This is an optimization exercise on Yosys and OpenROAD, whose aim is small area, not a production implementation.
RTL that was checked went through simulation tests only; none was proved equivalent to the original.
No functional check of the RTL was part of runs 2 and 3.
Power and IR drop assume default switching activity.

## run.sh

```bash
#!/bin/bash
# synth_recipe.tcl (not shown) runs the flow's synth.tcl, then flattens the netlist and writes it again
# the make line also repeats each setting of config.mk as NAME=value (left out here)
make -C /OpenROAD-flow-scripts/flow DESIGN_CONFIG=/design/flow/config.mk WORK_HOME=/design/flow/orfs CLKGATE_MAP_FILE= SYNTH_SCRIPT=/design/flow/synth_recipe.tcl finish
```

## config.mk

```make
export PLATFORM = sky130hd
export DESIGN_NAME = whack_a_mole
export DESIGN_NICKNAME = whack_a_mole
export VERILOG_FILES = /design/flow/design.v
export SDC_FILE = /design/flow/constraint.sdc
export NUM_CORES = 4
export LEC_CHECK = 0
export CAP_MARGIN = 20
export CORE_MARGIN = 2
export CORE_UTILIZATION = 40
export PLACE_DENSITY = 0.6
export SLEW_MARGIN = 20
```

## constraint.sdc

```tcl
create_clock -name core_clock -period 10.0 [get_ports {clk}]
set_input_delay 2.0000 -clock core_clock [delete_from_list [all_inputs] [get_ports {clk}]]
set_output_delay 2.0000 -clock core_clock [all_outputs]
set_load 0.01 [all_outputs]
```

## design.v

```verilog
`timescale 1ns / 1ps
module clock(
    input clk,
    input rst,
    input difficulty,
    output reg mole_tick,
    output fast_tick,
    output [1:0] digit,
    output reg blink,
    output sound_tick
    );
    localparam [15:0] M_37500 = 16'ha0ea;
    localparam [15:0] M_50000 = 16'h0910;
    localparam [14:0] B_20000 = 15'h023c;
    localparam [4:0]  S_20    = 5'h1b;
    reg [15:0] m;
    reg past;
    reg mole_clk;
    reg [7:0] f;
    reg [14:0] b;
    reg [4:0] s;
    reg sound;
    wire m_37500 = (m == M_37500);
    wire m_wrap = difficulty ? (m_37500 | past) : (m == M_50000);
    wire b_wrap = (b == B_20000);
    wire s_wrap = (s == S_20);
    always @(posedge clk)
    begin
        if (rst || m_wrap)
            m <= 16'd0;
        else
            m <= {m[14:0], ~(m[15] ^ m[2])};
        if (rst || m_wrap)
            past <= 1'b0;
        else if (m_37500)
            past <= 1'b1;
        if (rst)
            mole_clk <= 1'b0;
        else if (m_wrap)
            mole_clk <= ~mole_clk;
        mole_tick <= ~rst & m_wrap & ~mole_clk;
        if (rst)
            f <= 8'd31;
        else
            f <= f + 8'd1;
        if (rst || b_wrap)
            b <= 15'd0;
        else
            b <= {b[13:0], ~(b[14] ^ b[0])};
        if (rst)
            blink <= 1'b0;
        else if (b_wrap)
            blink <= ~blink;
        if (rst || s_wrap)
            s <= 5'd0;
        else
            s <= {s[3:0], ~(s[4] ^ s[2])};
        if (rst)
            sound <= 1'b0;
        else if (s_wrap)
            sound <= ~sound;
    end
    assign fast_tick = &f[5:0];
    assign digit = f[7:6];
    assign sound_tick = sound & (s == 5'd0);
endmodule
`timescale 1ns / 1ps
module reset(
    input btn,
    input clk,
    input rst,
    output reg reset
    );
    always @(posedge clk)
        reset <= ~rst & btn;
endmodule
`timescale 1ns / 1ps
module start(
    input btn,
    input clk,
    input rst,
    input reset,
    output reg enable
    );
    always @(posedge clk)
    begin
        if (rst || reset)
            enable <= 1'b0;
        else if (btn)
            enable <= 1'b1;
    end
endmodule
`timescale 1ns / 1ps
module difficulty(
    input clk,
    input rst,
    input tick,
    input difficulty_btn,
    output reg difficulty
    );
    localparam [11:0] C_3000 = 12'he84;
    reg [11:0] c;
    wire c_0 = (c == 12'd0);
    wire c_3000 = (c == C_3000);
    always @(posedge clk)
    begin
        if (rst)
        begin
            difficulty <= 1'b0;
            c <= 12'd0;
        end
        else if (tick)
        begin
            if (!difficulty_btn)
                c <= 12'd0;
            else if (c_3000)
                c <= 12'd1;
            else
                c <= {c[10:0], ~(c[11] ^ c[10])};
            if (difficulty_btn && (c_0 || c_3000))
                difficulty <= ~difficulty;
        end
    end
endmodule
`timescale 1ns / 1ps
module random(
    clk, rst, tick, reset,
    data
    );
    input clk;
    input rst;
    input tick;
    input reset;
    output reg [4:0] data;
    reg [4:0] data_next;
    always @* begin
        data_next[4] = data[4]^data[1];
        data_next[3] = data[3]^data[0];
        data_next[2] = data[2]^data_next[4];
        data_next[1] = data[1]^data_next[3];
        data_next[0] = data[0]^data_next[2];
    end
    always @(posedge clk)
    begin
        if (rst)
            data <= 5'h1f;
        else if (tick)
        begin
            if (reset)
                data <= 5'h1f;
            else
                data <= data_next;
        end
    end
endmodule
`timescale 1ns / 1ps
module mole(
    input enable,
    input clk,
    input rst,
    input tick,
    input reset,
    input difficulty,
    input [4:0] mole,
    output reg [4:0] led,
    output reg blink,
    output reg end_enable,
    output reg start_enable
    );
    reg [4:0] i;
    wire i_31 = (i == 5'd31);
    wire i_0 = (i == 5'd0);
    always @(posedge clk)
    begin
        if (rst)
        begin
            i <= 5'd0;
            blink <= 1'b0;
            led <= 5'd0;
            end_enable <= 1'b0;
            start_enable <= 1'b0;
        end
        else if (tick)
        begin
            if (reset)
            begin
                i <= 5'd0;
                blink <= 1'b0;
                led <= 5'd0;
                end_enable <= 1'b0;
            end
            else if (enable)
            begin
                if (i_31)
                begin
                    end_enable <= ~end_enable;
                    blink <= 1'b1;
                    led <= 5'd0;
                end
                else if (i_0)
                begin
                    start_enable <= ~start_enable;
                    i <= 5'd1;
                end
                else
                begin
                    start_enable <= 1'b0;
                    end_enable <= 1'b0;
                    led <= {1'b1, difficulty & mole[3], mole[2:0]};
                    i <= i + 5'd1;
                end
            end
        end
    end
endmodule
`timescale 1ns / 1ps
module display(
    input [3:0] digit0,
    input [3:0] digit1,
    input [3:0] digit2,
    input [3:0] digit3,
    input clk,
    input rst,
    input tick,
    input [1:0] cnt,
    input blink,
    input blink_enable,
    input enable,
    input btn,
    input difficulty,
    output [3:0] AN,
    output [7:0] seg
    );
    reg blank;
    reg [6:0] s;
    wire mode = btn & ~enable;
    wire blank_v = ~mode & blink & blink_enable;
    reg [3:0] dig;
    reg [6:0] seg_v;
    always @*
    begin
        case (cnt)
            2'd0: dig = digit0;
            2'd1: dig = digit1;
            2'd2: dig = digit2;
            default: dig = digit3;
        endcase
        if (mode)
        begin
            case ({difficulty, cnt})
                3'b100: seg_v = 7'b0001001;
                3'b101: seg_v = 7'b0001000;
                3'b110: seg_v = 7'b0101111;
                3'b111: seg_v = 7'b0100001;
                3'b000: seg_v = 7'b0000110;
                3'b001: seg_v = 7'b0001000;
                3'b010: seg_v = 7'b0010010;
                default: seg_v = 7'b0010001;
            endcase
        end
        else
        begin
            case (dig)
                4'd0: seg_v = 7'b1000000;
                4'd1: seg_v = 7'b1111001;
                4'd2: seg_v = 7'b0100100;
                4'd3: seg_v = 7'b0110000;
                4'd4: seg_v = 7'b0011001;
                4'd5: seg_v = 7'b0010010;
                4'd6: seg_v = 7'b0000010;
                4'd7: seg_v = 7'b1011000;
                4'd8: seg_v = 7'b0000000;
                default: seg_v = 7'b0010000;
            endcase
        end
    end
    always @(posedge clk)
    begin
        if (rst)
        begin
            blank <= 1'b1;
            s <= 7'b1111111;
        end
        else if (tick)
        begin
            blank <= blank_v;
            if (!blank_v)
                s <= seg_v;
        end
    end
    assign AN = blank ? 4'b1111 : ~(4'b1000 >> (cnt - 2'd1));
    assign seg = {1'b1, s};
endmodule
`timescale 1ns / 1ps
module whack(
    input clk,
    input rst,
    input tick,
    input [7:0] sw,
    input [4:0] led,
    input reset,
    input god_mode,
    output reg [3:0] digit0,
    output reg [3:0] digit1,
    output reg [3:0] digit2,
    output reg [3:0] digit3,
    output reg [7:0] led_out,
    output reg sound_enable
    );
    reg [4:0] led_save;
    reg [7:0] state;
    reg god;
    reg [7:0] pat;
    always @*
    begin
        case (led[3:0])
            4'd0:  pat = 8'b10000000;
            4'd1:  pat = 8'b01000000;
            4'd2:  pat = 8'b00100000;
            4'd3:  pat = 8'b00010000;
            4'd4:  pat = 8'b00001000;
            4'd5:  pat = 8'b00000100;
            4'd6:  pat = 8'b00000010;
            4'd7:  pat = 8'b00000001;
            4'd8:  pat = 8'b10000001;
            4'd9:  pat = 8'b01001000;
            4'd10: pat = 8'b10100000;
            4'd11: pat = 8'b00010010;
            4'd12: pat = 8'b00011000;
            4'd13: pat = 8'b00000101;
            4'd14: pat = 8'b01000010;
            default: pat = 8'b00100001;
        endcase
        if (!led[4])
            pat = 8'd0;
    end
    wire [7:0] lo0 = (led_save != led) ? pat : led_out;
    wire [7:0] lo1 = god_mode ? 8'hff : (god ? 8'h00 : lo0);
    wire [7:0] flip = sw ^ state;
    wire hit = |(flip & lo1);
    function [3:0] inc;
        input [3:0] d;
        inc = {(d[2] & d[1] & d[0]) | (d[3] & ~d[0]),
               d[2] ^ (d[1] & d[0]),
               (d[1] ^ d[0]) & ~d[3],
               ~d[0]};
    endfunction
    wire n3 = digit3[3] & digit3[0];
    wire n2 = digit2[3] & digit2[0];
    wire n1 = digit1[3] & digit1[0];
    wire n0 = digit0[3] & digit0[0];
    always @(posedge clk)
    begin
        if (rst)
        begin
            digit0 <= 4'd0;
            digit1 <= 4'd0;
            digit2 <= 4'd0;
            digit3 <= 4'd0;
            state <= 8'd0;
            led_save <= 5'd0;
            led_out <= 8'd0;
            sound_enable <= 1'b0;
            god <= 1'b0;
        end
        else if (tick)
        begin
            if (reset)
            begin
                digit0 <= 4'd0;
                digit1 <= 4'd0;
                digit2 <= 4'd0;
                digit3 <= 4'd0;
                state <= 8'd0;
                led_save <= 5'd0;
                led_out <= 8'd0;
                sound_enable <= 1'b0;
            end
            else
            begin
                led_save <= led;
                led_out <= lo1 & ~flip;
                state <= sw;
                god <= god_mode;
                sound_enable <= hit;
                if (hit)
                begin
                    digit3 <= inc(digit3);
                    if (n3)
                    begin
                        digit2 <= inc(digit2);
                        if (n2)
                        begin
                            if (!n1)
                                digit1 <= inc(digit1);
                            else if (!n0)
                            begin
                                digit1 <= 4'd0;
                                digit0 <= inc(digit0);
                            end
                        end
                    end
                end
            end
        end
    end
endmodule
`timescale 1ns / 1ps
module sound(
    input clk,
    input rst,
    input tick,
    input enable,
    input start_enable,
    input end_enable,
    input god_mode,
    output reg speaker
    );
    localparam [9:0] C_1000 = 10'h2b2;
    reg [9:0] c;
    wire event_v = enable | start_enable | end_enable;
    wire idle = &c;
    wire c_1000 = (c == C_1000);
    always @(posedge clk)
    begin
        if (rst)
        begin
            speaker <= 1'b0;
            c <= 10'h3ff;
        end
        else if (tick)
        begin
            if (event_v)
            begin
                speaker <= ~speaker;
                c <= 10'd0;
            end
            else if (c_1000 || idle)
            begin
                speaker <= 1'b0;
                c <= 10'h3ff;
            end
            else
            begin
                speaker <= ~speaker;
                c <= {c[8:0], ~(c[9] ^ c[6])};
            end
        end
    end
endmodule
`timescale 1ns / 1ps
module konami(
    input up_btn, down_btn, left_btn, right_btn, mid_btn,
    input clk,
    input rst,
    input tick,
    output reg god_mode
    );
    reg [1:0] mem;
    reg up_s, down_s, left_s, right_s;
    wire [4:0] b = {up_btn, down_btn, left_btn, right_btn, mid_btn};
    always @(posedge clk)
    begin
        if (rst)
        begin
            god_mode <= 1'b0;
            mem <= 2'd0;
            up_s <= 1'b0;
            down_s <= 1'b0;
            left_s <= 1'b0;
            right_s <= 1'b0;
        end
        else if (tick)
        begin
            case (b)
                5'b10000: up_s <= 1'b1;
                5'b01000: down_s <= 1'b1;
                5'b00100: left_s <= 1'b1;
                5'b00010: right_s <= 1'b1;
                5'b00000:
                begin
                    if (up_s)
                    begin
                        mem <= (mem == 2'd0) ? 2'd1 : 2'd0;
                        up_s <= 1'b0;
                    end
                    else if (down_s)
                    begin
                        mem <= (mem == 2'd1) ? 2'd2 : 2'd0;
                        down_s <= 1'b0;
                    end
                    else if (left_s)
                    begin
                        mem <= (mem == 2'd2) ? 2'd3 : 2'd0;
                        left_s <= 1'b0;
                    end
                    else if (right_s)
                    begin
                        if (mem == 2'd3)
                            god_mode <= ~god_mode;
                        mem <= 2'd0;
                        right_s <= 1'b0;
                    end
                end
                default: ;
            endcase
        end
    end
endmodule
`timescale 1ns / 1ps
module whack_a_mole(
    input clk,
    input rst,
    input [7:0] sw,
    input start,
    input reset_btn,
    input difficulty_btn,
    input left,
    input down,
    output [7:0] led,
    output [7:0] seg,
    output [3:0] an,
    output speaker
    );
    wire reset;
    wire enable;
    wire mole_tick;
    wire fast_tick;
    wire [1:0] digit;
    wire blink;
    wire blink_enable;
    wire sound_tick;
    wire sound_enable;
    wire end_enable;
    wire start_enable;
    wire [4:0] mole_num;
    wire [4:0] led_code;
    wire [3:0] digit0, digit1, digit2, digit3;
    wire difficulty;
    wire god_mode;
    start btn (
        .btn(start), .clk(clk), .rst(rst), .reset(reset), .enable(enable));
    reset rst_btn (
        .btn(reset_btn), .clk(clk), .rst(rst), .reset(reset));
    difficulty diff (
        .clk(clk), .rst(rst), .tick(fast_tick),
        .difficulty_btn(difficulty_btn), .difficulty(difficulty));
    clock clock (
        .clk(clk), .rst(rst), .difficulty(difficulty),
        .mole_tick(mole_tick), .fast_tick(fast_tick), .digit(digit),
        .blink(blink), .sound_tick(sound_tick));
    random random (
        .clk(clk), .rst(rst), .tick(fast_tick), .reset(reset), .data(mole_num));
    mole mole (
        .reset(reset), .enable(enable), .clk(clk), .rst(rst), .tick(mole_tick),
        .difficulty(difficulty), .led(led_code), .mole(mole_num),
        .blink(blink_enable), .end_enable(end_enable),
        .start_enable(start_enable));
    display display (
        .digit0(digit0), .digit1(digit1), .digit2(digit2), .digit3(digit3),
        .clk(clk), .rst(rst), .tick(fast_tick), .cnt(digit), .blink(blink),
        .blink_enable(blink_enable), .enable(enable), .btn(difficulty_btn),
        .difficulty(difficulty), .AN(an), .seg(seg));
    whack whack (
        .reset(reset), .clk(clk), .rst(rst), .tick(fast_tick), .sw(sw),
        .god_mode(god_mode), .led(led_code),
        .digit0(digit0), .digit1(digit1), .digit2(digit2), .digit3(digit3),
        .led_out(led), .sound_enable(sound_enable));
    sound sound (
        .clk(clk), .rst(rst), .tick(sound_tick), .enable(sound_enable),
        .start_enable(start_enable), .end_enable(end_enable),
        .speaker(speaker), .god_mode(god_mode));
    konami konami (
        .up_btn(difficulty_btn), .down_btn(down), .left_btn(left),
        .right_btn(reset_btn), .mid_btn(start), .clk(clk), .rst(rst),
        .tick(fast_tick), .god_mode(god_mode));
endmodule
```

==> flow_summary.json, run 1 <==
{
  "p_comb_frac": 0.070,
  "power.share.sequential": 0.467,
  "cts_buffers": 17,
  "leakage_nw": 3.03,
  "grt_use_total": 0.184,
  "wire_per_inst_um": 15.9,
  "ys.flop_type": "dfxtp_1",
  "grt_max_degree": 50,
  "port_buffers": 34,
  "ir_drop_uv": 117,
  "worst_pin_slew_ps": 891,
  "crit_slowest_cell": "clkdlybuf4s50_1",
  "core_um2": 16700,
  "final_common_cell": "dfxtp_1",
  "antenna_found_initial": 0,
  "hold_path.class": "register to register",
  "p_clk_frac": 0.463,
  "area_growth_pct": 16.0,
  "drive_gt1_frac": 0.0705,
  "drt_iter0_markers": 385,
  "root_buffer": "clkbuf_16",
  "insertion_delay_ps": 420,
  "p_per_area_nw_per_um2": 175,
  "cts_resized": 0,
  "path_cells": "clkdlybuf4s50_1 -> xor2_1 -> a22oi_1 -> or2_2 -> o21ai_0 -> nor4_4 -> a21oi_1 -> o2bb2ai_1 -> a32o_1",
  "preCtsSetupSlack_ps": 5290,
  "fin_nets": 824,
  "clock_skew_ps": 5.92,
  "cp.buffers_inverters": 1,
  "placed_area_um2": 7370,
  "synth_area_per_cell_um2": 8.85,
  "critPathKind": "primary input to register",
  "cts_tree": "done",
  "viasPerCell": 5.65,
  "period_minus_slack_ps": 4320,
  "hold_buffers": 0,
  "start_kind": "primary input",
  "timing.final.ws_setup_ps": 5680,
  "power_mw": 1.39,
  "cts.clk_slew.worst_paths_ps": 60,
  "internal_power_mw": 1.06,
  "drc": 0,
  "critPathCapture": "whack.digit0[3]",
  "required_ps": 10310,
  "worstPathArrival_ps": 4630,
  "final_cell_mix": "155 x dfxtp_1, 85 x nand2_1, 65 x nor2_1",
  "totalWireLength_mm": 16.3,
  "grt_pass1_vias": 5520,
  "critical-path-top-delay-family": "compound AO/OA/AOI/OAI gates",
  "whs_ps": 413,
  "synth_edf_count": 0,
  "async_flop_share": 0,
  "ys_seq_area_frac": 0.452,
  "ant_nets": 0,
  "crit_start": "sw[6]",
  "std_cell_rows": 47,
  "hold_violations": 0,
  "place_hpwl_mm": 11.0,
  "grt_overflow": 0,
  "die-area_um2": 18200,
  "cts.sinks": 155,
  "vias": 5809,
  "ctsLongestPathBuffers": 2,
  "finalSetupTns_ps": 0,
  "grt_pass1_wl_mm": 26.9,
  "cp_max_fo": 8,
  "rr_endpoint": "whack.digit3[3]",
  "num_antenna_cells": 0,
  "ios": 36,
  "maxSlewViolCount": 0,
  "postCtsSetupRepairBufs": 0,
  "maxCapViolCount": 0,
  "ys_ff_latch": 155,
  "rsz0062_at_grt": "false",
  "finalSetupViolCount": 0,
  "synthDistinctLibCells": 68,
  "slew_headroom": 0.404,
  "fin_crit_sh": 0.432,
  "path_depth": 9,
  "r2r-start": "mole.led[4]",
  "gp_congestion": 0.844,
  "switching_power_mw": 0.336,
  "r2r_cells": 8,
  "status": "finished clean",
  "synth_nets": 805,
  "max_freq_mhz": 231,
  "syn_area_um2": 6870,
  "die_width_um": 135,
  "start_util": 0.411,
  "end_kind": "register",
  "nFillCells": 1566,
  "reg2reg_setup_slack_ps": 6990,
  "firstDrtPassIters": 5,
  "design_area_um2": 7970,
  "synth_warnings": 10,
  "syn-instance-count": 776,
  "slowest_delay_ps": 510,
  "die_y_um": 135,
  "h-tree-depth": 4,
  "p_sw_frac": 0.242
}
==> how the worst min path moves through the flow <==
stage	start	end	slack, ps	cells past startpoint
after floorplan	clock.f[0]	clock.f[0]	370	1
after global placement	clock.f[0]	clock.f[0]	380	1
after detailed placement	clock.f[0]	clock.f[0]	410	1
after CTS	clock.f[0]	clock.f[0]	420	1
after global routing	clock.f[0]	clock.f[0]	450	1
final	clock.f[0]	clock.f[0]	410	1
==> area by class of cell <==
| cell class | instances | area, um2 | share of cell area |
|---|---|---|---|
| Timing Repair Buffer | 40 | 380 | 0.0477 |
| Inverter | 26 | 97.6 | 0.0122 |
| Sequential cell | 155 | 3100 | 0.389 |
| Tap cell | 220 | 275 | 0.0345 |
| Clock inverter | 12 | 139 | 0.0174 |
| Multi-Input combinational cell | 555 | 3520 | 0.441 |
| Clock buffer | 20 | 457 | 0.0573 |
==> metal layers <==
layer | GRT usage | up-vias | part of all wire
met5 | 0 | - | 0
met4 | 0.0839 | 0 | 0.025
met3 | 0.0368 | 32 | 0.038
met2 | 0.300 | 138 | 0.47
met1 | 0.234 | 2787 | 0.46
li1 | - | 2852 | -
==> state kept, by name, summed over array words and instances (netlist names), 2 cells and up, named ones only <==
| signal | count |
|---|---|
| clock.f | 8 |
| whack.digit2 | 4 |
| mole.i | 5 |
| whack.digit0 | 4 |
| whack.led_out | 8 |
| clock.m | 16 |
| whack.state | 8 |
| whack.led_save | 5 |
| mole.led | 5 |
| display.s | 7 |
| konami.mem | 2 |
| diff.c | 12 |
| whack.digit3 | 4 |
| sound.c | 10 |
| clock.b | 15 |
| clock.s | 5 |
| random.data | 5 |
| whack.digit1 | 4 |
==> through the flow <==
step | instances | utilization
after global routing | 1028 | 0.477
after global placement | 996 | 0.441
after CTS | 1028 | 0.477
after floorplan | 776 | -
after detailed placement | 996 | 0.441
final | 1028 | 0.477
==> power by group through the flow <==
stage | registers (mW) | logic [mW] | clock network [mW]
after floorplan | 0.659 | 0.0647 | 0
after global placement | 0.663 | 0.0948 | 0
after detailed placement | 0.663 | 0.0975 | 0
after CTS | 0.650 | 0.0983 | 0.659
after global routing | 0.652 | 0.108 | 0.685
final | 0.650 | 0.0981 | 0.645
==> logic make-up (layout without fill, tap and decap cells) <==
group,count (synthesis),in the layout,synth area share
AND/OR/NAND/NOR,311,311,0.230
AO/OA/AOI/OAI,184,184,0.185
flip-flops,155,155,0.452
buffers and inverters,66,98,0.0381
XOR/XNOR,33,33,0.0443
adder cells (fa/ha/maj),14,14,0.0255
multiplexers,12,12,0.0248
other,1,1,0.000546
==> synth_stat cells (all sizes together), types with 10 or more instances <==
master / count / area share
dfxtp: 155 / 0.45
nand2: 86 / 0.047
nor2: 65 / 0.036
a21oi: 50 / 0.036
and3: 36 / 0.033
clkbuf: 35 / 0.019
o21ai: 30 / 0.022
nand3: 27 / 0.020
nor3: 27 / 0.021
inv: 26 / 0.014
a22o: 21 / 0.027
xor2: 17 / 0.024
nor2b: 16 / 0.015
xnor2: 16 / 0.020
ha: 14 / 0.025
nand4: 12 / 0.011
o211ai: 10 / 0.011
==> run 2: changes to the inputs <==
--- a/design.v
+++ b/design.v
@@ -40,3 +40,3 @@
             mole_clk <= ~mole_clk;
-        mole_tick <= ~rst & m_wrap & ~mole_clk;
+        mole_tick <= m_wrap & ~mole_clk;
         if (rst)
@@ -167,3 +167,4 @@
     output reg end_enable,
-    output reg start_enable
+    output reg start_enable,
+    output led_changed
     );
@@ -172,2 +173,7 @@
     wire i_0 = (i == 5'd0);
+    wire [3:0] pat = {difficulty & mole[3], mole[2:0]};
+    wire clr = reset | i_31;
+    wire set = ~reset & ~i_31 & ~i_0;
+    assign led_changed = ~rst & tick & (reset | enable) &
+        (clr ? led[4] : (set & (~led[4] | (led[3:0] != pat))));
     always @(posedge clk)
@@ -208,3 +214,3 @@
                     end_enable <= 1'b0;
-                    led <= {1'b1, difficulty & mole[3], mole[2:0]};
+                    led <= {1'b1, pat};
                     i <= i + 5'd1;
@@ -234,3 +240,3 @@
     reg blank;
-    reg [6:0] s;
+    reg [4:0] v;
     wire mode = btn & ~enable;
@@ -238,3 +244,2 @@
     reg [3:0] dig;
-    reg [6:0] seg_v;
     always @*
@@ -247,30 +252,2 @@
         endcase
-        if (mode)
-        begin
-            case ({difficulty, cnt})
-                3'b100: seg_v = 7'b0001001;
-                3'b101: seg_v = 7'b0001000;
-                3'b110: seg_v = 7'b0101111;
-                3'b111: seg_v = 7'b0100001;
-                3'b000: seg_v = 7'b0000110;
-                3'b001: seg_v = 7'b0001000;
-                3'b010: seg_v = 7'b0010010;
-                default: seg_v = 7'b0010001;
-            endcase
-        end
-        else
-        begin
-            case (dig)
-                4'd0: seg_v = 7'b1000000;
-                4'd1: seg_v = 7'b1111001;
-                4'd2: seg_v = 7'b0100100;
-                4'd3: seg_v = 7'b0110000;
-                4'd4: seg_v = 7'b0011001;
-                4'd5: seg_v = 7'b0010010;
-                4'd6: seg_v = 7'b0000010;
-                4'd7: seg_v = 7'b1011000;
-                4'd8: seg_v = 7'b0000000;
-                default: seg_v = 7'b0010000;
-            endcase
-        end
     end
@@ -281,3 +258,3 @@
             blank <= 1'b1;
-            s <= 7'b1111111;
+            v <= 5'd31;
         end
@@ -287,5 +264,14 @@
             if (!blank_v)
-                s <= seg_v;
+                v <= mode ? {2'b10, difficulty, cnt} : {1'b0, dig};
         end
     end
+    wire [31:0] o = 32'd1 << v;
+    wire [6:0] s;
+    assign s[0] = ~(o[0] | o[2] | o[3] | o[5] | o[6] | o[7] | o[8] | o[9] | o[16] | o[17] | o[18] | o[21]);
+    assign s[1] = ~(o[0] | o[1] | o[2] | o[3] | o[4] | o[7] | o[8] | o[9] | o[17] | o[19] | o[20] | o[21] | o[23]);
+    assign s[2] = ~(o[0] | o[1] | o[3] | o[4] | o[5] | o[6] | o[7] | o[8] | o[9] | o[17] | o[18] | o[19] | o[20] | o[21] | o[23]);
+    assign s[3] = ~(o[0] | o[2] | o[3] | o[5] | o[6] | o[8] | o[9] | o[16] | o[18] | o[19] | o[23]);
+    assign s[4] = ~(o[0] | o[2] | o[6] | o[8] | o[16] | o[17] | o[20] | o[21] | o[22] | o[23]);
+    assign s[5] = ~(o[0] | o[4] | o[5] | o[6] | o[7] | o[8] | o[9] | o[16] | o[17] | o[18] | o[19] | o[20] | o[21]);
+    assign s[6] = ~(o[2] | o[3] | o[4] | o[5] | o[6] | o[8] | o[9] | o[16] | o[17] | o[18] | o[19] | o[20] | o[21] | o[22] | o[23]);
     assign AN = blank ? 4'b1111 : ~(4'b1000 >> (cnt - 2'd1));
@@ -300,2 +286,3 @@
     input [4:0] led,
+    input led_changed,
     input reset,
@@ -309,30 +296,19 @@
     );
-    reg [4:0] led_save;
+    reg z;
+    reg mchg;
     reg [7:0] state;
     reg god;
-    reg [7:0] pat;
-    always @*
-    begin
-        case (led[3:0])
-            4'd0:  pat = 8'b10000000;
-            4'd1:  pat = 8'b01000000;
-            4'd2:  pat = 8'b00100000;
-            4'd3:  pat = 8'b00010000;
-            4'd4:  pat = 8'b00001000;
-            4'd5:  pat = 8'b00000100;
-            4'd6:  pat = 8'b00000010;
-            4'd7:  pat = 8'b00000001;
-            4'd8:  pat = 8'b10000001;
-            4'd9:  pat = 8'b01001000;
-            4'd10: pat = 8'b10100000;
-            4'd11: pat = 8'b00010010;
-            4'd12: pat = 8'b00011000;
-            4'd13: pat = 8'b00000101;
-            4'd14: pat = 8'b01000010;
-            default: pat = 8'b00100001;
-        endcase
-        if (!led[4])
-            pat = 8'd0;
-    end
-    wire [7:0] lo0 = (led_save != led) ? pat : led_out;
+    wire [15:0] p;
+    assign p = 16'd1 << led[3:0];
+    wire [7:0] pat;
+    assign pat[7] = led[4] & (p[0] | p[8] | p[10]);
+    assign pat[6] = led[4] & (p[1] | p[9] | p[14]);
+    assign pat[5] = led[4] & (p[2] | p[10] | p[15]);
+    assign pat[4] = led[4] & (p[3] | p[11] | p[12]);
+    assign pat[3] = led[4] & (p[4] | p[9] | p[12]);
+    assign pat[2] = led[4] & (p[5] | p[13]);
+    assign pat[1] = led[4] & (p[6] | p[11] | p[14]);
+    assign pat[0] = led[4] & (p[7] | p[8] | p[13] | p[15]);
+    wire chg = z ? led[4] : mchg;
+    wire [7:0] lo0 = chg ? pat : led_out;
     wire [7:0] lo1 = god_mode ? 8'hff : (god ? 8'h00 : lo0);
@@ -353,2 +329,11 @@
     begin
+        if (tick)
+            z <= reset;
+        if (led_changed)
+            mchg <= 1'b1;
+        else if (tick)
+            mchg <= 1'b0;
+    end
+    always @(posedge clk)
+    begin
         if (rst)
@@ -359,4 +344,2 @@
             digit3 <= 4'd0;
-            state <= 8'd0;
-            led_save <= 5'd0;
             led_out <= 8'd0;
@@ -374,3 +357,2 @@
                 state <= 8'd0;
-                led_save <= 5'd0;
                 led_out <= 8'd0;
@@ -380,3 +362,2 @@
             begin
-                led_save <= led;
                 led_out <= lo1 & ~flip;
@@ -535,2 +516,3 @@
     wire start_enable;
+    wire led_changed;
     wire [4:0] mole_num;
@@ -557,3 +539,3 @@
         .blink(blink_enable), .end_enable(end_enable),
-        .start_enable(start_enable));
+        .start_enable(start_enable), .led_changed(led_changed));
     display display (
@@ -565,3 +547,3 @@
         .reset(reset), .clk(clk), .rst(rst), .tick(fast_tick), .sw(sw),
-        .god_mode(god_mode), .led(led_code),
+        .god_mode(god_mode), .led(led_code), .led_changed(led_changed),
         .digit0(digit0), .digit1(digit1), .digit2(digit2), .digit3(digit3),
--- a/config.mk
+++ b/config.mk
@@ -9,4 +9,4 @@
 export CORE_MARGIN = 2
-export CORE_UTILIZATION = 40
-export PLACE_DENSITY = 0.6
+export CORE_UTILIZATION = 70
+export PLACE_DENSITY = 0.8
 export SLEW_MARGIN = 20
==> flow_summary.json, run 2 <==
{
  "largest_reg_flops": 16,
  "ios": 36,
  "whs_endpoint": "clock.f[0]",
  "firstDrtPassIters": 6,
  "drive_gt1_frac": 0.0684,
  "syn_area_um2": 6610,
  "worstHoldStart": "clock.f[0]",
  "r2r_cells": 7,
  "finalSetupTns_ps": 0,
  "critPathKind": "register to output pin",
  "cp_common_cell": "a21oi_1",
  "maxCapViolCount": 0,
  "ctsLongestPathBuffers": 2,
  "viasPerCell": 6.47,
  "synth_top_area_share": 0.403,
  "num_antenna_cells": 0,
  "start_util": 0.718,
  "final_common_cell": "dfxtp_1",
  "cp.buffers_inverters": 2,
  "place_hpwl_mm": 9.93,
  "cts.sinks": 142,
  "grt_use_total": 0.311,
  "reg_top3": "clock.m x16, clock.b x15, diff.c x12",
  "cts_buffers": 17,
  "ys_ff_latch": 142,
  "drc": 0,
  "hold_buffers": 0,
  "synth_warnings": 10,
  "largest_register": "clock.m",
  "cts.clk_slew.worst_paths_ps": 60,
  "grt_overflow": 0,
  "synth_common_cells": "133 x dfxtp_1, 78 x nor2_1, 73 x nand2_1",
  "path_cells": "inv_1 -> nand3_1 -> a21oi_1 -> a211oi_1 -> nor2_1 -> a21oi_1 -> clkdlybuf4s50_1",
  "yosys.area.top_type": "dfxtp_1",
  "rr_endpoint": "whack.digit1[3]",
  "synth_nets": 778,
  "ant_nets": 0,
  "leakage_nw": 2.86,
  "required_ps": 8000,
  "postCtsSetupRepairBufs": 0,
  "area_growth_pct": 13.4,
  "port_buffers": 34,
  "status": "finished clean",
  "synthTopCellsByArea": "dfxtp_1 40%, nor2_1 4.4%, nand2_1 4.1%, edfxtp_1 4.1%, a21oi_1 3.3%",
  "synthDistinctLibCells": 71,
  "ys_seq_area_frac": 0.444,
  "ys.flop_type": "dfxtp_1",
  "cp_max_fo": 13,
  "async_flop_share": 0,
  "syn-instance-count": 753,
  "totalWireLength_mm": 15.4,
  "path_depth": 7,
  "synth_edf_count": 9,
  "root_buffer": "clkbuf_8",
  "hold_path.class": "register to register",
  "die_width_um": 101,
  "critical-path-top-delay-family": "buffers and inverters",
  "cts_resized": 0,
  "gp_congestion": 0.922,
  "yosysMostFrequentCell": "dfxtp_1",
  "clock_skew_ps": 8.16,
  "max_freq_mhz": 227,
  "die-area_um2": 10200,
  "post-place-cells": 854,
  "core_um2": 9200,
  "reg2reg_setup_slack_ps": 6830,
  "antenna_found_initial": 0,
  "r2r-start": "clock.f[0]",
  "placed_area_um2": 6910,
  "die_y_um": 101,
  "fin_crit_sh": 0.440,
  "h-tree-depth": 4,
  "grt_pass1_vias": 5292,
  "ir_drop_uv": 133,
  "wire_per_inst_um": 17.4,
  "stdcell_count": 886,
  "crit_slowest_cell": "dfxtp_1",
  "fin_nets": 787,
  "p_per_area_nw_per_um2": 178,
  "end_kind": "output pin",
  "rsz0062_at_grt": "false",
  "finalSetupViolCount": 0,
  "design_area_um2": 7490,
  "hold_violations": 0,
  "worst_pin_slew_ps": 951,
  "period_minus_slack_ps": 4400,
  "grt_max_degree": 79,
  "start_kind": "register",
  "synth_area_per_cell_um2": 8.77,
  "final_cell_mix": "133 x dfxtp_1, 77 x nor2_1, 73 x nand2_1",
  "insertion_delay_ps": 530,
  "grt_pass1_wl_mm": 25.0,
  "cts_tree": "done",
  "std_cell_rows": 35,
  "worstPathArrival_ps": 2400,
  "maxSlewViolCount": 0,
  "vias": 5729,
  "slew_headroom": 0.361,
  "min_path_cells": 1,
  "drt_iter0_markers": 312,
  "slowest_delay_ps": 570
}
-- run 2: changes by cell type in the layout (fill, tap and decap cells not counted), sizes merged, moves of 5 or more --
cell / previous run / this run
nor3: 27 / 16
nand2: 86 / 73
nor2: 65 / 78
dfxtp: 155 / 133
nand2b: 3 / 8
o21ai: 30 / 25
a21oi: 50 / 43
nand3: 27 / 33
edfxtp: 0 / 9
a22o: 21 / 12
nor2b: 16 / 26
-- run 2: per-layer routing --
| metal | track usage | up-vias | share of wire |
|---|---|---|---|
| li1 | - | 2747 | - |
| met1 | 0.391 | 2730 | 0.42 |
| met2 | 0.520 | 214 | 0.49 |
| met3 | 0.0669 | 38 | 0.068 |
| met4 | 0.128 | 0 | 0.024 |
| met5 | 0 | - | 0 |
-- run 2: kinds of logic (layout without fill, tap and decap cells) --
| family | count (synthesis) | after routing | share of synthesized area |
|---|---|---|---|
| AO/OA/AOI/OAI | 166 | 166 | 0.181 |
| other | 1 | 1 | 0.000568 |
| buffers and inverters | 66 | 88 | 0.0403 |
| flip-flops | 142 | 142 | 0.444 |
| multiplexers | 8 | 8 | 0.0197 |
| XOR/XNOR | 30 | 30 | 0.0398 |
| adder cells (fa/ha/maj) | 10 | 10 | 0.0189 |
| AND/OR/NAND/NOR | 330 | 330 | 0.256 |
-- run 2: report_power, final --
group | internal (mW) | total, mW | switching (mW) | leakage [nW]
clock | 0.346 | 0.605 | 0.260 | 0.282
combinational | 0.0435 | 0.110 | 0.0662 | 1.41
sequential | 0.590 | 0.615 | 0.0252 | 1.16
total | 0.979 | 1.33 | 0.351 | 2.86
-- run 2: cell type report --
type	instances	area, um2
Clock buffer	18	428
Clock inverter	14	144
Fill cell	606	1710
Inverter	19	71.3
Multi-Input combinational cell	545	3420
Sequential cell	142	2930
Tap cell	111	139
Timing Repair Buffer	37	358
-- run 2: metrics by stage --
step           hold WS, ps  setup slack [ps]   util  power [mW]
4_1_cts                445              5600  0.813        1.33
2_1_floorplan          404              6510      -       0.701
5_1_grt                470              5480  0.814        1.37
3_5_place_dp           429              5750  0.751       0.733
6_report               451              5600  0.814        1.33
3_3_place_gp           419              5790  0.751       0.726
-- run 2: how the worst max path moves through the flow --
stage	slack [ps]	to	startpoint
finish	5600	seg[3]	display.v[1]
global route	5480	seg[3]	display.v[1]
CTS	5600	seg[3]	display.v[1]
detailed placement	5750	whack.digit1[0]	sw[1]
global placement	5790	whack.digit3[3]	sw[1]
floorplan	6510	konami.right_s	difficulty_btn
==> run 3: changes to the inputs <==
--- a/design.v
+++ b/design.v
@@ -11,6 +11,6 @@
     );
-    localparam [15:0] M_37500 = 16'ha0ea;
-    localparam [15:0] M_50000 = 16'h0910;
-    localparam [14:0] B_20000 = 15'h023c;
-    localparam [4:0]  S_20    = 5'h1b;
+    localparam [15:0] M_37500 = 16'h3f4c;
+    localparam [15:0] M_50000 = 16'h0e1f;
+    localparam [14:0] B_20000 = 15'h03d7;
+    localparam [4:0]  S_20    = 5'h1f;
     reg [15:0] m;
@@ -31,3 +31,3 @@
         else
-            m <= {m[14:0], ~(m[15] ^ m[2])};
+            m <= {~m[14:0], m[15] ^ m[2]};
         if (rst || m_wrap)
@@ -48,3 +48,3 @@
         else
-            b <= {b[13:0], ~(b[14] ^ b[0])};
+            b <= {~b[13:0], b[14] ^ b[0]};
         if (rst)
@@ -56,3 +56,3 @@
         else
-            s <= {s[3:0], ~(s[4] ^ s[2])};
+            s <= {~s[3:0], s[4] ^ s[0]};
         if (rst)
--- a/config.mk
+++ b/config.mk
@@ -10,2 +10,3 @@
 export CORE_UTILIZATION = 70
+export CTS_BUF_LIST = sky130_fd_sc_hd__clkbuf_8
 export PLACE_DENSITY = 0.8
==> flow_summary.json, run 3 <==
{
  "status": "finished clean",
  "ctsLongestPathBuffers": 2,
  "viasPerCell": 6.26,
  "timing.final.ws_setup_ps": 5710,
  "totalWireLength_mm": 13.9,
  "cts_tree": "done",
  "core_um2": 9110,
  "preCtsSetupSlack_ps": 5750,
  "max_freq_mhz": 233,
  "maxSlewViolCount": 0,
  "m1WireLength_mm": 6.09,
  "grt_max_degree": 98,
  "cp_common_cell": "a21oi_1",
  "worst_pin_slew_ps": 991,
  "end_kind": "output pin",
  "slowest_delay_ps": 560,
  "cp_max_fo": 13,
  "hold_path.class": "register to register",
  "cts.clk_slew.worst_paths_ps": 80,
  "start_kind": "register",
  "firstDrtPassIters": 5,
  "grt_pass1_vias": 5037,
  "reg_top3": "clock.m x16, clock.b x15, diff.c x12",
  "yosysMostFrequentCell": "dfxtp_1",
  "finalSetupTns_ps": 0,
  "grt_use_total": 0.285,
  "rsz0062_at_grt": "false",
  "ys.flop_type": "dfxtp_1",
  "wl_met2_mm": 6.79,
  "maxCapViolCount": 0,
  "final_cell_mix": "133 x dfxtp_1, 119 x nor2_1, 52 x nand2_1",
  "clock_skew_ps": 13.7,
  "fin_nets": 781,
  "critical-path-top-delay-family": "buffers and inverters",
  "largest_reg_flops": 16,
  "antenna_found_initial": 0,
  "ys_seq_area_frac": 0.452,
  "drt_iter0_markers": 324,
  "largest_register": "clock.m",
  "yosys.area.top_type": "dfxtp_1",
  "die_width_um": 100,
  "die_y_um": 100,
  "required_ps": 8000,
  "wire_per_inst_um": 15.8,
  "synth_common_cells": "133 x dfxtp_1, 119 x nor2_1, 52 x nand2_1",
  "ios": 36,
  "synth_area_per_cell_um2": 8.69,
  "area_growth_pct": 10.7,
  "highest_layer": "met4",
  "place_hpwl_mm": 9.28,
  "h-tree-depth": 4,
  "synth_top_area_share": 0.411,
  "syn-instance-count": 746,
  "leakage_nw": 2.67,
  "root_buffer": "clkbuf_8",
  "cts_buffers": 17,
  "async_flop_share": 0,
  "num_antenna_cells": 0,
  "synth_warnings": 10,
  "period_minus_slack_ps": 4290,
  "synthDistinctLibCells": 70,
  "port_buffers": 34,
  "slew_headroom": 0.338,
  "p_per_area_nw_per_um2": 166,
  "hold_buffers": 0,
  "finalSetupViolCount": 0,
  "route.met3.wl_um": 769,
  "vias": 5504,
  "grt_overflow": 0,
  "cp.buffers_inverters": 2,
  "worstPathArrival_ps": 2290,
  "cts.sinks": 142,
  "drc": 0,
  "start_util": 0.712,
  "drive_gt1_frac": 0.0729,
  "synth_nets": 771,
  "hold_violations": 0,
  "ir_drop_uv": 112,
  "grt_pass1_wl_mm": 23.1,
  "final_common_cell": "dfxtp_1",
  "critPathKind": "register to output pin",
  "postCtsSetupRepairBufs": 0,
  "gp_congestion": 0.840,
  "ant_nets": 0,
  "syn_area_um2": 6480,
  "path_cells": "inv_1 -> nand3_1 -> a21oi_1 -> a211oi_1 -> nor2_1 -> a21oi_1 -> clkdlybuf4s50_1",
  "cts_resized": 0,
  "synth_edf_count": 9,
  "insertion_delay_ps": 440,
  "synthTopCellsByArea": "dfxtp_1 41%, nor2_1 6.9%, edfxtp_1 4.2%, a21oi_1 3.6%, nand2_1 3.0%",
  "ys_ff_latch": 142,
  "crit_slowest_cell": "dfxtp_1",
  "fin_crit_sh": 0.429,
  "die-area_um2": 10100,
  "std_cell_rows": 35
}
run 3: cell count changes in the layout (fill, tap and decap cells not counted), moves of 5 or more:
| cell | change |
|---|---|
| nor2_1 | +42 |
| and3_1 | -25 |
| clkbuf_16 | -16 |
| nand2b_1 | +11 |
| a31oi_1 | +6 |
| nand4b_1 | +7 |
| o211ai_1 | -6 |
| nor2b_1 | -8 |
| clkbuf_8 | +15 |
| nand2_1 | -21 |
| a211o_1 | +5 |
run 3: cell type report:
type | count | area, um2
tap | 111 | 139
inverter | 15 | 56.3
sequential | 142 | 2930
timing repair buffer | 38 | 365
fill | 637 | 1930
clock inverter | 14 | 154
clock buffer | 17 | 234
multi-input combinational | 542 | 3300
run 3: layer usage:
| metal | track usage | vias to the layer above |
|---|---|---|
| met3 | 0.0620 | 26 |
| met5 | 0 | - |
| li1 | - | 2699 |
| met2 | 0.473 | 182 |
| met4 | 0.103 | 0 |
| met1 | 0.367 | 2597 |
run 3: logic make-up (layout without fill, tap and decap cells):
family | count (synthesis) | in the layout | share of synthesized area
AND/OR/NAND/NOR | 323 | 323 | 0.248
AO/OA/AOI/OAI | 169 | 169 | 0.178
flip-flops | 142 | 142 | 0.452
buffers and inverters | 62 | 84 | 0.0390
XOR/XNOR | 30 | 30 | 0.0405
adder cells (fa/ha/maj) | 10 | 10 | 0.0193
multiplexers | 9 | 9 | 0.0224
other | 1 | 1 | 0.000578
run 3: final timing paths:
| kind | start | end | slack [ps] | cells after the start |
|---|---|---|---|---|
| min reg2reg | clock.s[2] | clock.s[3] | 420 | 1 |
| max | display.v[1] | seg[3] | 5710 | 7 |
| max reg2reg | clock.f[0] | diff.c[3] | 6650 | 6 |
| min | clock.s[2] | clock.s[3] | 420 | 1 |
run 3: power by group:
part	switching (mW)	total [mW]	leakage (nW)	internal, mW
Clock	0.227	0.452	0.199	0.225
Sequential	0.0275	0.625	1.17	0.597
Combinational	0.0658	0.114	1.30	0.0480
Total	0.320	1.19	2.67	0.870
run 3: metrics by stage:
step | std cells | hold WS, ps | cell area [um2] | power, mW | utilization
2_1_floorplan | 746 | 384 | 6480 | 0.716 | -
3_3_place_gp | 848 | 390 | 6790 | 0.744 | 0.746
4_1_cts | 879 | 425 | 7180 | 1.19 | 0.788
3_5_place_dp | 848 | 405 | 6790 | 0.749 | 0.746
6_report | 879 | 420 | 7180 | 1.19 | 0.788
5_1_grt | 879 | 434 | 7180 | 1.24 | 0.788
==> run 4: changes to the inputs <==
--- a/design.v
+++ b/design.v
@@ -171,4 +171,5 @@
     reg [4:0] i;
-    wire i_31 = (i == 5'd31);
+    wire i_31 = (i == 5'h15);
     wire i_0 = (i == 5'd0);
+    wire i_30 = (i == 5'h1f);
     wire [3:0] pat = {difficulty & mole[3], mole[2:0]};
@@ -208,3 +209,3 @@
                     start_enable <= ~start_enable;
-                    i <= 5'd1;
+                    i <= {~i[3:0], i[4] ^ i[1]};
                 end
@@ -215,3 +216,3 @@
                     led <= {1'b1, pat};
-                    i <= i + 5'd1;
+                    i <= i_30 ? 5'h15 : {~i[3:0], i[4] ^ i[1]};
                 end
==> flow/run.sh (new file) <==
#!/bin/bash
# Layout flow: the standard flow (standard.sh, unchanged synthesis and
# steps), with smaller port buffers and a clock tree without dummy loads.
set -e
cp standard.sh standard.sh.copy
export BUFFER_PORTS_ARGS="-buffer_cell sky130_fd_sc_hd__buf_1"
export CTS_ARGS="-sink_clustering_enable -repair_clock_nets -dont_use_dummy_load -buf_list sky130_fd_sc_hd__clkbuf_8"
bash standard.sh > standard.log 2>&1
==> standard.sh (new file) <==
#!/bin/bash
# synth_recipe.tcl (not shown) runs the flow's synth.tcl, then flattens the netlist and writes it again
# the make line also repeats each setting of config.mk as NAME=value (left out here)
make -C /OpenROAD-flow-scripts/flow DESIGN_CONFIG=/design/flow/config.mk WORK_HOME=/design/flow/orfs CLKGATE_MAP_FILE= SYNTH_SCRIPT=/design/flow/synth_recipe.tcl "${@:-finish}"
--- a/config.mk
+++ b/config.mk
@@ -10,3 +10,2 @@
 export CORE_UTILIZATION = 70
-export CTS_BUF_LIST = sky130_fd_sc_hd__clkbuf_8
 export PLACE_DENSITY = 0.8
removed: run.sh
==> flow_summary.json, run 4 <==
{
  "status": "finished clean",
  "preCtsSetupSlack_ps": 5940,
  "required_ps": 8000,
  "largest_register": "clock.m",
  "die_y_um": 99.5,
  "cts_resized": 0,
  "end_kind": "output pin",
  "reg_top3": "clock.m x16, clock.b x15, diff.c x12",
  "synth_edf_count": 9,
  "ios": 36,
  "cts_buffers": 17,
  "fin_crit_sh": 0.391,
  "finalSetupViolCount": 0,
  "syn_area_um2": 6390,
  "ctsLongestPathBuffers": 2,
  "postCtsSetupRepairBufs": 0,
  "synth_common_cells": "133 x dfxtp_1, 112 x nor2_1, 65 x nand2_1",
  "start_kind": "register",
  "nFillCells": 656,
  "h-tree-depth": 4,
  "final_cell_mix": "133 x dfxtp_1, 112 x nor2_1, 65 x nand2_1",
  "cp_max_fo": 13,
  "leakage_nw": 2.54,
  "ir_drop_uv": 115,
  "vias": 5422,
  "cts_tree": "done",
  "antenna_found_initial": 0,
  "max_freq_mhz": 255,
  "syn-instance-count": 735,
  "cp_common_cell": "a21oi_1",
  "utilization": 0.763,
  "timing.final.ws_setup_ps": 6090,
  "place_hpwl_mm": 9.24,
  "viasPerCell": 6.36,
  "wire_per_inst_um": 15.9,
  "synthTopCellsByArea": "dfxtp_1 42%, nor2_1 6.6%, edfxtp_1 4.2%, nand2_1 3.8%, a21oi_1 3.8%",
  "cts.clk_slew.worst_paths_ps": 80,
  "grt_pass1_wl_mm": 23.1,
  "critPathKind": "register to output pin",
  "final_common_cell": "dfxtp_1",
  "grt_use_total": 0.286,
  "worstPathArrival_ps": 1910,
  "synth_top_area_share": 0.417,
  "hold_buffers": 0,
  "crit_slowest_cell": "dfxtp_1",
  "async_flop_share": 0,
  "grt_overflow": 0,
  "drc": 0,
  "insertion_delay_ps": 430,
  "fin_nets": 769,
  "period_minus_slack_ps": 3910,
  "ys_ff_latch": 142,
  "slowest_delay_ps": 570,
  "area_growth_pct": 5.21,
  "totalWireLength_mm": 13.6,
  "worst_pin_slew_ps": 1050,
  "maxSlewViolCount": 0,
  "root_buffer": "clkbuf_8",
  "grt_max_degree": 72,
  "yosysMostFrequentCell": "dfxtp_1",
  "synth_area_per_cell_um2": 8.69,
  "drt_iter0_markers": 387,
  "design_area_um2": 6720,
  "die-area_um2": 9910,
  "synthDistinctLibCells": 73,
  "slew_headroom": 0.299,
  "start_util": 0.725,
  "cts.sinks": 142,
  "rsz0062_at_grt": "false",
  "std_cell_rows": 34,
  "p_per_area_nw_per_um2": 157,
  "clock_skew_ps": 26.0,
  "maxCapViolCount": 0,
  "firstDrtPassIters": 5,
  "drive_gt1_frac": 0.0497,
  "synth_warnings": 10,
  "placed_area_um2": 6490,
  "ys_seq_area_frac": 0.459,
  "die_width_um": 99.5,
  "finalSetupTns_ps": 0,
  "stdcell_count": 853,
  "synth_nets": 757,
  "hold_violations": 0,
  "ant_nets": 0,
  "largest_reg_flops": 16,
  "post-place-cells": 836,
  "yosys.area.top_type": "dfxtp_1",
  "port_buffers": 34,
  "gp_congestion": 0.867,
  "path_cells": "inv_1 -> nand3_1 -> a21oi_1 -> a211oi_1 -> nor2_1 -> a21oi_1 -> buf_1",
  "hold_path.class": "register to register",
  "ys.flop_type": "dfxtp_1",
  "grt_pass1_vias": 4956,
  "core_um2": 8810,
  "num_antenna_cells": 0
}
[run 4: changes by cell type in the layout (fill, tap and decap cells not counted), sizes merged, moves of 7 or more]
cell and delta:
clkdlybuf4s50 -33, buf +31, nand2 +12, nand2b -10
a22o +7, nor2 -7, xor2 +7
[run 4: final cells by class]
cell class                 instances  area (um2)  share of cell area
multi-input combinational        530        3200               0.476
sequential                       142        2930               0.436
clock buffer                      17         234              0.0348
timing repair buffer              37         151              0.0225
tap                              108         135              0.0201
inverter                          19        71.3              0.0106
[run 4: per-layer routing]
metal | part of all wire | GRT usage | vias to the layer above
met4 | 0.018 | 0.102 | 0
met2 | 0.46 | 0.455 | 191
met3 | 0.060 | 0.0569 | 28
met1 | 0.46 | 0.391 | 2561
met5 | 0 | 0 | -
li1 | - | - | 2642
[run 4: final timing paths]
| path | slack, ps | start | endpoint | depth (start not counted) |
|---|---|---|---|---|
| hold / removal | 410 | clock.b[9] | clock.b[10] | 1 |
| setup reg to reg | 7120 | mole.led[1] | whack.digit1[1] | 7 |
| setup / recovery | 6090 | display.v[1] | seg[3] | 7 |
| hold reg to reg | 410 | clock.b[9] | clock.b[10] | 1 |
[run 4: where the power goes]
| part | switching [mW] | leakage (nW) | internal (mW) |
|---|---|---|---|
| registers | 0.0281 | 1.17 | 0.597 |
| logic | 0.0633 | 1.25 | 0.0383 |
| clock network | 0.182 | 0.122 | 0.150 |
| total | 0.273 | 2.54 | 0.785 |
[run 4: cell families (layout without fill, tap and decap cells)]
group | after synthesis | count (layout) | synth area share
xor gates and xnor gates | 31 | 31 | 0.0425
and+or+nand+nor | 312 | 312 | 0.238
DFF | 142 | 142 | 0.459
AOI/OAI and AO/OA | 167 | 167 | 0.181
buffers and inverters | 63 | 73 | 0.0405
adders and majority gates | 7 | 7 | 0.0137
other | 1 | 1 | 0.000587
muxes | 12 | 12 | 0.0251
[run 4: per-stage QoR]
step	power [mW]	hold WS, ps
2_1_floorplan	0.712	384
6_report	1.06	410
4_1_cts	1.06	409
3_5_place_dp	0.737	401
5_1_grt	1.10	426
3_3_place_gp	0.731	396
[run 4: worst max-delay path, delay by kind of cell (launching register included)]
| kind | cells | cell delay (ps) |
|---|---|---|
| DFF | 1 | 570 |
| AOI/OAI and AO/OA | 3 | 430 |
| buffers and inverters | 2 | 340 |
| and+or+nand+nor | 2 | 170 |
==> run 5: changes to the inputs <==
--- a/flow/run.sh
+++ b/flow/run.sh
@@ -6,3 +6,3 @@
 export BUFFER_PORTS_ARGS="-buffer_cell sky130_fd_sc_hd__buf_1"
-export CTS_ARGS="-sink_clustering_enable -repair_clock_nets -dont_use_dummy_load -buf_list sky130_fd_sc_hd__clkbuf_8"
+export CTS_ARGS="-sink_clustering_enable -repair_clock_nets -dont_use_dummy_load -root_buf sky130_fd_sc_hd__clkbuf_8 -buf_list sky130_fd_sc_hd__clkbuf_8 -sink_buffer_max_cap_derate 0.3 -sink_clustering_size 30 -sink_clustering_max_diameter 60"
 bash standard.sh > standard.log 2>&1
==> flow_summary.json, run 5 <==
{
  "status": "finished clean",
  "cp_common_cell": "a21oi_1",
  "ant_nets": 0,
  "slowest_delay_ps": 570,
  "final_cell_mix": "133 x dfxtp_1, 112 x nor2_1, 65 x nand2_1",
  "synth_top_area_share": 0.417,
  "hold_violations": 0,
  "reg2reg_setup_slack_ps": 7120,
  "wire_per_inst_um": 15.9,
  "synth_common_cells": "133 x dfxtp_1, 112 x nor2_1, 65 x nand2_1",
  "ios": 36,
  "fin_nets": 769,
  "drc": 0,
  "grt_pass1_wl_mm": 23.1,
  "path_cells": "inv_1 -> nand3_1 -> a21oi_1 -> a211oi_1 -> nor2_1 -> a21oi_1 -> buf_1",
  "synth_warnings": 10,
  "area_growth_pct": 5.21,
  "clock_skew_ps": 26.0,
  "end_kind": "output pin",
  "h-tree-depth": 4,
  "synth_nets": 757,
  "ctsLongestPathBuffers": 2,
  "vias": 5422,
  "synth_edf_count": 9,
  "ys_ff_latch": 142,
  "cts_tree": "done",
  "grt_use_total": 0.286,
  "gp_congestion": 0.867,
  "fin_crit_sh": 0.391,
  "max_freq_mhz": 255,
  "grt_pass1_vias": 4956,
  "power_mw": 1.06,
  "syn-instance-count": 735,
  "cp_max_fo": 13,
  "antenna_found_initial": 0,
  "syn_area_um2": 6390,
  "die_y_um": 99.5,
  "place_hpwl_mm": 9.24,
  "p_per_area_nw_per_um2": 157,
  "drive_gt1_frac": 0.0497,
  "yosys.area.top_type": "dfxtp_1",
  "nFillCells": 656,
  "postCtsSetupRepairBufs": 0,
  "finalSetupViolCount": 0,
  "synth_area_per_cell_um2": 8.69,
  "worstPathArrival_ps": 1910,
  "preCtsSetupSlack_ps": 5940,
  "yosysMostFrequentCell": "dfxtp_1",
  "finalSetupTns_ps": 0,
  "final_common_cell": "dfxtp_1",
  "ys_seq_area_frac": 0.459,
  "cts_resized": 0,
  "largest_reg_flops": 16,
  "maxSlewViolCount": 0,
  "leakage_nw": 2.54,
  "root_buffer": "clkbuf_8",
  "timing.final.ws_setup_ps": 6090,
  "maxCapViolCount": 0,
  "std_cell_rows": 34,
  "totalWireLength_mm": 13.6,
  "cts.sinks": 142,
  "async_flop_share": 0,
  "start_util": 0.725,
  "drt_iter0_markers": 387,
  "ys.flop_type": "dfxtp_1",
  "rsz0062_at_grt": "false",
  "hold_path.class": "register to register",
  "firstDrtPassIters": 5,
  "die-area_um2": 9910,
  "insertion_delay_ps": 430,
  "grt_max_degree": 72,
  "synthTopCellsByArea": "dfxtp_1 42%, nor2_1 6.6%, edfxtp_1 4.2%, nand2_1 3.8%, a21oi_1 3.8%",
  "ir_drop_uv": 115,
  "start_kind": "register",
  "num_antenna_cells": 0,
  "reg_top3": "clock.m x16, clock.b x15, diff.c x12",
  "viasPerCell": 6.36,
  "core_um2": 8810,
  "required_ps": 8000,
  "largest_register": "clock.m",
  "die_width_um": 99.5,
  "cts.clk_slew.worst_paths_ps": 80,
  "critPathKind": "register to output pin",
  "slew_headroom": 0.299,
  "grt_overflow": 0,
  "worst_pin_slew_ps": 1050,
  "period_minus_slack_ps": 3910,
  "port_buffers": 34,
  "crit_slowest_cell": "dfxtp_1",
  "synthDistinctLibCells": 73,
  "hold_buffers": 0,
  "utilization": 0.763,
  "cts_buffers": 17
}
[run 5: cell counts after synthesis]
No cell type changed its count.
[run 5: power by group]
group          internal [mW]  leakage, nW  switching (mW)
combinational         0.0383         1.25          0.0633
sequential             0.597         1.17          0.0281
clock                  0.150        0.122           0.182
[run 5: worst paths after layout]
| kind | from | endpoint | depth (start not counted) |
|---|---|---|---|
| max | display.v[1] | seg[3] | 7 |
| min | clock.b[9] | clock.b[10] | 1 |
| max reg2reg | mole.led[1] | whack.digit1[1] | 7 |
| min reg2reg | clock.b[9] | clock.b[10] | 1 |
[run 5: kinds of logic (layout without fill, tap and decap cells)]
family / after synthesis / after routing / synth area share
buffers and inverters: 63 / 73 / 0.0405
AOI/OAI and AO/OA: 167 / 167 / 0.181
adders and majority gates: 7 / 7 / 0.0137
xor gates and xnor gates: 31 / 31 / 0.0425
other: 1 / 1 / 0.000587
and+or+nand+nor: 312 / 312 / 0.238
muxes: 12 / 12 / 0.0251
DFF: 142 / 142 / 0.459
[run 5: metal layers]
| metal | vias up | GRT usage | wire length, um |
|---|---|---|---|
| li1 | 2642 | - | - |
| met1 | 2561 | 0.391 | 6250 |
| met2 | 191 | 0.455 | 6290 |
| met3 | 28 | 0.0569 | 818 |
| met4 | 0 | 0.102 | 244 |
| met5 | - | 0 | 0 |
[run 5: layout make-up]
type                       instances  area [um2]  share of cell area
tap                              108         135              0.0201
inverter                          19        71.3              0.0106
timing repair buffer              37         151              0.0225
sequential                       142        2930               0.436
clock buffer                      17         234              0.0348
multi-input combinational        530        3200               0.476
[run 5: worst max-delay path, delay by kind of cell (launching register included)]
family	cells	cell delay, ps
DFF	1	570
and+or+nand+nor	2	170
buffers and inverters	2	340
AOI/OAI and AO/OA	3	430
[run 5: through the flow]
step | hold WS, ps | instance area (um2) | instances
after floorplan | 384 | 6390 | 735
after global placement | 396 | 6490 | 836
after detailed placement | 401 | 6490 | 836
after CTS | 409 | 6720 | 853
after global routing | 426 | 6720 | 853
final | 410 | 6720 | 853
==> run 6: changes to the inputs <==
==> flow/run.sh (replaced) <==
#!/bin/bash
# Layout flow: the standard flow (standard.sh, unchanged synthesis and
# steps), with smaller port buffers and a clock tree without dummy loads.
set -e
cp standard.sh standard.sh.copy
export BUFFER_PORTS_ARGS="-buffer_cell sky130_fd_sc_hd__buf_1"
export CTS_ARGS="-sink_clustering_enable -repair_clock_nets -dont_use_dummy_load -root_buf sky130_fd_sc_hd__clkbuf_16 -buf_list sky130_fd_sc_hd__clkbuf_16 -sink_buffer_max_cap_derate 0.5 -sink_clustering_size 50 -sink_clustering_max_diameter 100"
bash standard.sh > standard.log 2>&1
==> flow_summary.json, run 6 <==
{
  "grt-busiest-layer": "met2",
  "num_antenna_cells": 0,
  "r2r_cells": 7,
  "min_path_cells": 1,
  "drt_iter0_markers": 446,
  "p_comb_frac": 0.084,
  "yosysMostFrequentCell": "dfxtp_1",
  "nFillCells": 609,
  "ir_drop_uv": 115,
  "yosys.area.top_type": "dfxtp_1",
  "gp_congestion": 0.867,
  "grt_use_total": 0.297,
  "core_um2": 8810,
  "area_growth_pct": 8.21,
  "grt_max_degree": 72,
  "largest_register": "clock.m",
  "die_y_um": 99.5,
  "period_minus_slack_ps": 3900,
  "firstDrtPassIters": 8,
  "maxSlewViolCount": 0,
  "worstPathArrival_ps": 1900,
  "finalSetupTns_ps": 0,
  "internal_power_mw": 0.930,
  "port_buffers": 34,
  "totalWireLength_mm": 14.1,
  "syn-instance-count": 735,
  "ctsLongestPathBuffers": 2,
  "fin_crit_sh": 0.390,
  "maxCapViolCount": 0,
  "rr_endpoint": "whack.digit1[1]",
  "finalSetupViolCount": 0,
  "r2r-start": "mole.led[1]",
  "postCtsSetupRepairBufs": 0,
  "antenna_found_initial": 0,
  "viasPerCell": 6.37,
  "die_width_um": 99.5,
  "synth_edf_count": 9,
  "cts_tree": "done",
  "synthTopCellsByArea": "dfxtp_1 42%, nor2_1 6.6%, edfxtp_1 4.2%, nand2_1 3.8%, a21oi_1 3.8%",
  "drive_gt1_frac": 0.0497,
  "clock_skew_ps": 19.2,
  "switching_power_mw": 0.293,
  "synth_top_area_share": 0.417,
  "place_hpwl_mm": 9.24,
  "cp_max_fo": 13,
  "p_per_area_nw_per_um2": 177,
  "use_met3": 0.0647,
  "synth_common_cells": "133 x dfxtp_1, 112 x nor2_1, 65 x nand2_1",
  "p_clk_frac": 0.404,
  "required_ps": 8000,
  "worstHoldStart": "clock.f[0]",
  "grt_pass1_wl_mm": 23.9,
  "ys_ff_latch": 142,
  "reg_top3": "clock.m x16, clock.b x15, diff.c x12",
  "final_common_cell": "dfxtp_1",
  "ant_nets": 0,
  "vias": 5430,
  "largest_reg_flops": 16,
  "leakage_nw": 2.63,
  "max_freq_mhz": 257,
  "drc": 0,
  "start_util": 0.725,
  "die-area_um2": 9910,
  "async_flop_share": 0,
  "fin_nets": 769,
  "power.share.sequential": 0.513,
  "end_kind": "output pin",
  "wire_per_inst_um": 16.5,
  "slew_headroom": 0.351,
  "ys.flop_type": "dfxtp_1",
  "grtUsageMet1": 0.390,
  "h-tree-depth": 4,
  "start_kind": "register",
  "whs_endpoint": "clock.f[0]",
  "syn_area_um2": 6390,
  "synthDistinctLibCells": 73,
  "ys_seq_area_frac": 0.459,
  "cts.clk_slew.worst_paths_ps": 50,
  "p_sw_frac": 0.239,
  "synth_area_per_cell_um2": 8.69,
  "design_area_um2": 6910,
  "grt_overflow": 0,
  "worst_pin_slew_ps": 970,
  "hold_buffers": 0,
  "std_cell_rows": 34,
  "synth_nets": 757,
  "synth_warnings": 10,
  "grt_pass1_vias": 5124,
  "met2_usage": 0.481,
  "rsz0062_at_grt": "false",
  "cts.sinks": 142,
  "placed_area_um2": 6490,
  "critPathKind": "register to output pin",
  "status": "finished clean",
  "cts_resized": 0,
  "hold_violations": 0,
  "ios": 36,
  "final_cell_mix": "133 x dfxtp_1, 112 x nor2_1, 65 x nand2_1",
  "root_buffer": "clkbuf_16",
  "hold_path.class": "register to register",
  "reg2reg_setup_slack_ps": 7110,
  "cts_buffers": 17,
  "insertion_delay_ps": 410
}
-- run 6: worst max-delay path by stage --
stage,startpoint,to,slack (ps),cells past startpoint
3_3_place_gp,rst,clock.m[0],6000,5
6_report,display.v[1],seg[3],6100,7
2_1_floorplan,sw[2],whack.digit1[2],6540,9
4_1_cts,display.v[1],seg[3],6100,7
5_1_grt,display.v[1],seg[3],5940,7
3_5_place_dp,rst,clock.m[0],5940,5
-- run 6: cells by family (layout without fill, tap and decap cells) --
group | after synthesis | after routing | synth area share
AND/OR/NAND/NOR | 312 | 312 | 0.238
AO/OA/AOI/OAI | 167 | 167 | 0.181
multiplexers | 12 | 12 | 0.0251
XOR/XNOR | 31 | 31 | 0.0425
buffers and inverters | 63 | 73 | 0.0405
other | 1 | 1 | 0.000587
flip-flops | 142 | 142 | 0.459
adder cells (fa/ha/maj) | 7 | 7 | 0.0137
-- run 6: per-layer routing --
metal  share of wire  vias to the layer above
met4           0.018                        0
met2            0.48                      192
li1                -                     2643
met5               0                        -
met3           0.062                       29
met1            0.44                     2566
-- run 6: cell type report --
cell class / instances / area (um2) / share of cell area
Multi-Input combinational cell: 530 / 3200 / 0.462
Sequential cell: 142 / 2930 / 0.424
Clock buffer: 17 / 425 / 0.0615
Timing Repair Buffer: 37 / 151 / 0.0219
Tap cell: 108 / 135 / 0.0195
Inverter: 19 / 71.3 / 0.0103
-- run 6: critical path, cell delays in order, from the launching register on --
cell and delay [ps]:
dfxtp_1 560, inv_1 180, nand3_1 110, a21oi_1 70, a211oi_1 220, nor2_1 60, a21oi_1 120, buf_1 170
-- run 6: metrics by stage --
| stage | total power, mW | utilization | setup slack (ps) | instances | hold slack (ps) |
|---|---|---|---|---|---|
| 6_report | 1.22 | 0.785 | 6100 | 853 | 409 |
| 5_1_grt | 1.27 | 0.785 | 5940 | 853 | 425 |
| 4_1_cts | 1.22 | 0.785 | 6100 | 853 | 413 |
| 3_5_place_dp | 0.737 | 0.737 | 5940 | 836 | 401 |
| 3_3_place_gp | 0.731 | 0.737 | 6000 | 836 | 396 |
| 2_1_floorplan | 0.712 | - | 6540 | 735 | 384 |
-- run 6: power by group through the flow --
stage | Combinational, mW | Clock [mW] | Sequential, mW
CTS | 0.102 | 0.496 | 0.626
global route | 0.116 | 0.522 | 0.630
detailed placement | 0.100 | 0 | 0.637
global placement | 0.0956 | 0 | 0.635
finish | 0.103 | 0.494 | 0.627
floorplan | 0.0884 | 0 | 0.623

[separate check: timing with driven ports]
The flow's constraints put no driver on any port. The routed layouts listed below were extracted and timed again, unchanged, in two steps.
Step 1 sets driving cells, clkbuf_16 on the clock port and buf_2 on the other inputs (assumed; they add their load-dependent delay and slew).
Step 2, shift: input delay + t, output delay - t, t = (earliest + latest rising clock arrival at the registers) / 2. This alone moves slack from input paths to output paths.
a / b / c = no drivers / after step 1 / after step 2; a / b = the first two.
run | t (ns) | setup slack, ns | hold slack, ns
run 1 | 0.459 | 5.679 / 5.691 / 5.233 | 0.413 / 0.413 / 0.413
run 2 | 0.558 | 5.597 / 5.562 / 5.660 | 0.451 / 0.451 / 0.451
run 3 | 0.465 | 5.705 / 5.671 / 5.691 | 0.420 / 0.420 / 0.420
run 4 | 0.455 | 6.086 / 6.052 / 5.876 | 0.410 / 0.410 / 0.410
run 5 | 0.455 | 6.086 / 6.052 / 5.876 | 0.410 / 0.410 / 0.410
run 6 | 0.444 | 6.104 / 6.065 / 5.882 | 0.409 / 0.409 / 0.409
After both steps setup and hold are still met in every run listed. For run 1, which loses most, drivers alone change the setup slack by +0.012 ns; drivers and shift together by -0.446 ns.
